Background: an optimization exercise with open tools, aiming at small area, a short achievable clock period and few clock cycles per item. Do not read the settings as production practice.
Power is estimated from default activity; no workload was simulated.

== lane 1 ==
// cordic_multiply
module cordic_multiply #(
    parameter WL = 16,
    parameter FL = 14,
    parameter N_ITER = 15
)(
    input  wire                 clk,
    input  wire                 rst_n,
    input  wire                 start,
    input  wire signed [WL-1:0] in1,
    input  wire signed [WL-1:0] in2,
    output wire signed [WL-1:0] out,
    output reg                  done
);
Size in the first run: ~440 cells after synthesis, ~32 flip-flops, ~52 I/O pins, ~4600 sq um of cells after synthesis.
clock: 7.0 ns
lec_check: 0
cap_margin: 20
core_margin: 2
core_utilization: 40
cts_buf_list: sky130_fd_sc_hd__clkbuf_4
setup_slack_margin: 2.5
slew_margin: 20
synth_hierarchical: 1
synth_minimum_keep_size: 0
standard.sh (not shown) runs the stock make flow with config.mk's settings and CLKGATE_MAP_FILE= SYNTH_SCRIPT=/design/flow/synth_recipe.tcl, a recipe that flattens the netlist after the stock synthesis.
==> flow/flow/run.sh <==
#!/bin/bash
# Layout flow: the standard flow (standard.sh, unchanged synthesis and
# steps), except that the port buffers are the platform's smallest buffer
# (buf_1) instead of the default pick; repair_design still resizes them where
# a load needs it.  The full output goes to standard.log in this folder.
set -euo pipefail
export BUFFER_PORTS_ARGS="-buffer_cell sky130_fd_sc_hd__buf_2"
bash standard.sh > standard.log 2>&1
The following lists how lane 2 was set up differently from lane 1:
diff --git a/flow/flow/run.sh b/flow/flow/run.sh
--- a/flow/flow/run.sh
+++ b/flow/flow/run.sh
@@ -5,4 +5,4 @@
 # a load needs it.  The full output goes to standard.log in this folder.
 set -euo pipefail
-export BUFFER_PORTS_ARGS="-buffer_cell sky130_fd_sc_hd__buf_2"
+export BUFFER_PORTS_ARGS="-buffer_cell sky130_fd_sc_hd__buf_1"
 bash standard.sh > standard.log 2>&1
diff --git a/flow/config.mk b/flow/config.mk
--- a/flow/config.mk
+++ b/flow/config.mk
@@ -10,5 +10,5 @@
 export CORE_UTILIZATION = 40
 export CTS_BUF_LIST = sky130_fd_sc_hd__clkbuf_4
-export SETUP_SLACK_MARGIN = 2.5
+export SETUP_SLACK_MARGIN = 2.8
 export SLEW_MARGIN = 20
 export SYNTH_HIERARCHICAL = 1
Findings:
- Number of global-route vias before repair for lane 2: 0.98% up relative to lane 1
- Re final critical delay including setup and external delays: lane 1 was higher than lane 2.
- Compared with lane 1, lane 2 shows a higher post-DP HPWL.
- Worst hold slack in lane 2 is 0.0034 ns below lane 1.
- Run comparison: lane 2 critical path startpoint in1[7]; lane 1 critical path startpoint in2[15]
- Going from lane 1 to lane 2, post-route standard cell area excluding fillers grew by a few percent.
- Combinational cell fraction of total power on lane 2 is down relative to lane 1.
- Comparing lane 1 against lane 2, there is no change at all in multi-input logic cell count.
No run of this note included a check of the RTL's function; only the layout flow was run.

* * *

build 62:
Another version of the RTL of cordic_multiply (not shown whole).
Size in the first run: ~4600 µm² of cells after synthesis.
export LEC_CHECK = 0
export CAP_MARGIN = 20
export CORE_MARGIN = 2
export CORE_UTILIZATION = 40
export CTS_BUF_LIST = sky130_fd_sc_hd__clkbuf_4
export SLEW_MARGIN = 20
export SYNTH_HIERARCHICAL = 1
export SYNTH_MINIMUM_KEEP_SIZE = 0
create_clock -name core_clock -period 7.0 [get_ports {clk}]
==> flow/flow/run.sh <==
#!/bin/bash
# Layout flow: the standard flow (standard.sh, unchanged synthesis and
# steps), except that the port buffers are the platform's smallest buffer
# (buf_1) instead of the default pick; repair_design still resizes them where
# a load needs it.  The full output goes to standard.log in this folder.
set -euo pipefail
export BUFFER_PORTS_ARGS="-buffer_cell sky130_fd_sc_hd__buf_2"
bash standard.sh > standard.log 2>&1
Build 62 went all the way through synthesis, placement and routing and the layout is clean on timing, DRC and antenna.
--- input diff build 62..build 16 ---
# build 62
export LEC_CHECK = 0
export CAP_MARGIN = 20
export CORE_MARGIN = 2
export CORE_UTILIZATION = 40
export CTS_BUF_LIST = sky130_fd_sc_hd__clkbuf_4
export SLEW_MARGIN = 20
export SYNTH_HIERARCHICAL = 1
export SYNTH_MINIMUM_KEEP_SIZE = 0
create_clock -name core_clock -period 7.0 [get_ports {clk}]
# build 16
export LEC_CHECK = 0
export CAP_MARGIN = 20
export CORE_MARGIN = 2
export CORE_UTILIZATION = 65
export CTS_BUF_LIST = sky130_fd_sc_hd__clkbuf_4
export SLEW_MARGIN = 20
export SYNTH_HIERARCHICAL = 1
export SYNTH_MINIMUM_KEEP_SIZE = 0
create_clock -name core_clock -period 7.0 [get_ports {clk}]
diff --git a/flow/flow/run.sh b/flow/flow/run.sh
--- a/flow/flow/run.sh
+++ b/flow/flow/run.sh
@@ -5,4 +5,4 @@
 # a load needs it.  The full output goes to standard.log in this folder.
 set -euo pipefail
-export BUFFER_PORTS_ARGS="-buffer_cell sky130_fd_sc_hd__buf_2"
+export BUFFER_PORTS_ARGS="-buffer_cell sky130_fd_sc_hd__buf_1"
 bash standard.sh > standard.log 2>&1
Notes after the runs:
- Build 16 packs its core tighter than build 62.
- Between build 62 and build 16, the number of instances in the synthesized netlist figures differ only marginally.
- Comparing time the final worst path needs with I/O delays and setup for build 62 and build 16, the smaller number came from build 62.
- Compared with build 62, build 16 shows a violation count after the first detailed-routing iteration that is about 45% lower.
- Build 16 falls short of build 62 in worst hold slack.
- Wire length reported by the detailed router, build 62 and build 16, higher one = build 62.
- Changes observed in build 16 relative to build 62: leakage power lost about 7%; final instance area lost about 2.4%.
For build 11, these inputs were changed with respect to build 16:
# build 16
export LEC_CHECK = 0
export CAP_MARGIN = 20
export CORE_MARGIN = 2
export CORE_UTILIZATION = 65
export CTS_BUF_LIST = sky130_fd_sc_hd__clkbuf_4
export SLEW_MARGIN = 20
export SYNTH_HIERARCHICAL = 1
export SYNTH_MINIMUM_KEEP_SIZE = 0
create_clock -name core_clock -period 7.0 [get_ports {clk}]
# build 11
export LEC_CHECK = 0
export CAP_MARGIN = 20
export CORE_MARGIN = 2
export CORE_UTILIZATION = 40
export CTS_BUF_LIST = sky130_fd_sc_hd__clkbuf_4
export SLEW_MARGIN = 20
export SYNTH_HIERARCHICAL = 1
export SYNTH_MINIMUM_KEEP_SIZE = 0
create_clock -name core_clock -period 7.0 [get_ports {clk}]
## What came out
Build 11 completed every stage of the flow, and the final layout passed the timing, DRC and antenna checks. Build 11 vs. build 16: sequential share of layout area saw a decrease; number of standard cells after synthesis roughly the same; normalized max-slew margin saw a decrease. Summary of build 11 over build 16: total die area climbed about 60%, total routed wire length on the met1 layer grew by about 14%. As of build 11, die boundary height had risen by more than a quarter compared to build 16. Comparing build 11 and build 16, the higher global-route wire length before repair was measured on build 11. Summary of build 11 over build 16: via density per instance went down 0.47; final cell area excluding filler cells increased about 1.3%.
The inputs of build 44 differ from those of build 11 as listed below.
# build 11
export LEC_CHECK = 0
export CAP_MARGIN = 20
export CORE_MARGIN = 2
export CORE_UTILIZATION = 40
export CTS_BUF_LIST = sky130_fd_sc_hd__clkbuf_4
export SLEW_MARGIN = 20
export SYNTH_HIERARCHICAL = 1
export SYNTH_MINIMUM_KEEP_SIZE = 0
create_clock -name core_clock -period 7.0 [get_ports {clk}]
# build 44
export LEC_CHECK = 0
export CAP_MARGIN = 20
export CORE_MARGIN = 2
export CORE_UTILIZATION = 40
export CTS_BUF_LIST = sky130_fd_sc_hd__clkbuf_4
export SETUP_SLACK_MARGIN = 3.0
export SLEW_MARGIN = 20
export SYNTH_HIERARCHICAL = 1
export SYNTH_MINIMUM_KEEP_SIZE = 0
create_clock -name core_clock -period 7.0 [get_ports {clk}]
==> comparison <==
In the reports for build 44 and build 11, the larger critical path depth belongs to build 44. For build 44 and build 11, there was not a single run that failed to finish clean. Summary of build 44 over build 11: wire length of the first global-routing pass shows an increase of 480 µm; combinational power share saw an increase; antenna cell count ~0 delta.
Edits applied to the flow inputs when going from build 44 to build 10:
# build 44
export LEC_CHECK = 0
export CAP_MARGIN = 20
export CORE_MARGIN = 2
export CORE_UTILIZATION = 40
export CTS_BUF_LIST = sky130_fd_sc_hd__clkbuf_4
export SETUP_SLACK_MARGIN = 3.0
export SLEW_MARGIN = 20
export SYNTH_HIERARCHICAL = 1
export SYNTH_MINIMUM_KEEP_SIZE = 0
create_clock -name core_clock -period 7.0 [get_ports {clk}]
# build 10
export LEC_CHECK = 0
export CAP_MARGIN = 20
export CORE_MARGIN = 2
export CORE_UTILIZATION = 40
export CTS_BUF_LIST = sky130_fd_sc_hd__clkbuf_4
export SETUP_SLACK_MARGIN = 4.0
export SLEW_MARGIN = 20
export SYNTH_HIERARCHICAL = 1
export SYNTH_MINIMUM_KEEP_SIZE = 0
create_clock -name core_clock -period 7.0 [get_ports {clk}]
==> run notes <==
Build 10: all stages complete, timing, DRC and antenna checks passed
Fraction of power consumed by the clock network in build 10 is 2.3 points lower than in build 44
Relative to build 44, the average detailed-routed wire length per instance of build 10 is higher by about 1.1%.
Between build 10 and build 44, the iteration-0 DRC count of the detailed router is higher for build 44.
Compared with build 44, build 10 shows proportion of cell area spent on the clock network lower by 0.51 points.
| sequential share of layout area | lower: build 10 |
Build 10 — combinational group share of total power 3.5 points higher, build 44 as reference
Function was not checked in any run of this note: the RTL went through the layout flow alone.

## afterwards: timing with drivers on the ports
Ports are ideal in the flow. The routed layouts listed here were re-timed in OpenROAD. Step 1: set_driving_cell puts a clkbuf_16 on clk and a buf_2 on each other input, an assumption about the parent block. Step 2 adds t to the input delays and takes it off the output delays; t is the mean of the earliest and latest rising clock arrival at the registers after step 1. Input paths then give back, and output paths get back, about the clock's delay inside the block. Slacks: ideal ports / drivers / drivers and shift; pairs: ideal ports / drivers.
| run | shift t [ns] | setup slack, ns | hold slack, ns | worst register clock-pin slew, ns | worst data-port slew with drivers (ns) |
|---|---|---|---|---|---|
| lane 1 | 0.338 | 2.585 / 2.559 / 2.222 | 0.833 / 0.828 / 1.165 | 0.09 / 0.09 | 0.05 |
| lane 2 | 0.344 | 2.719 / 2.714 / 2.370 | 0.830 / 0.827 / 1.171 | 0.10 / 0.10 | 0.06 |
| build 62 | 0.352 | 2.446 / 2.413 / 2.061 | 0.824 / 0.820 / 1.172 | 0.09 / 0.09 | 0.06 |
| build 16 | 0.338 | 2.109 / 2.110 / 1.772 | 0.814 / 0.813 / 1.151 | 0.10 / 0.10 | 0.03 |
| build 11 | 0.336 | 2.138 / 2.134 / 1.798 | 0.823 / 0.824 / 1.160 | 0.09 / 0.09 | 0.05 |
| build 44 | 0.333 | 2.820 / 2.771 / 2.438 | 0.825 / 0.824 / 1.157 | 0.09 / 0.09 | 0.09 |
| build 10 | 0.333 | 2.808 / 2.744 / 2.411 | 0.827 / 0.830 / 1.162 | 0.09 / 0.09 | 0.08 |
After both steps every run listed still meets setup and hold. For build 10, which loses most, drivers alone change the setup slack by -0.064 ns; drivers and shift together by -0.397 ns.
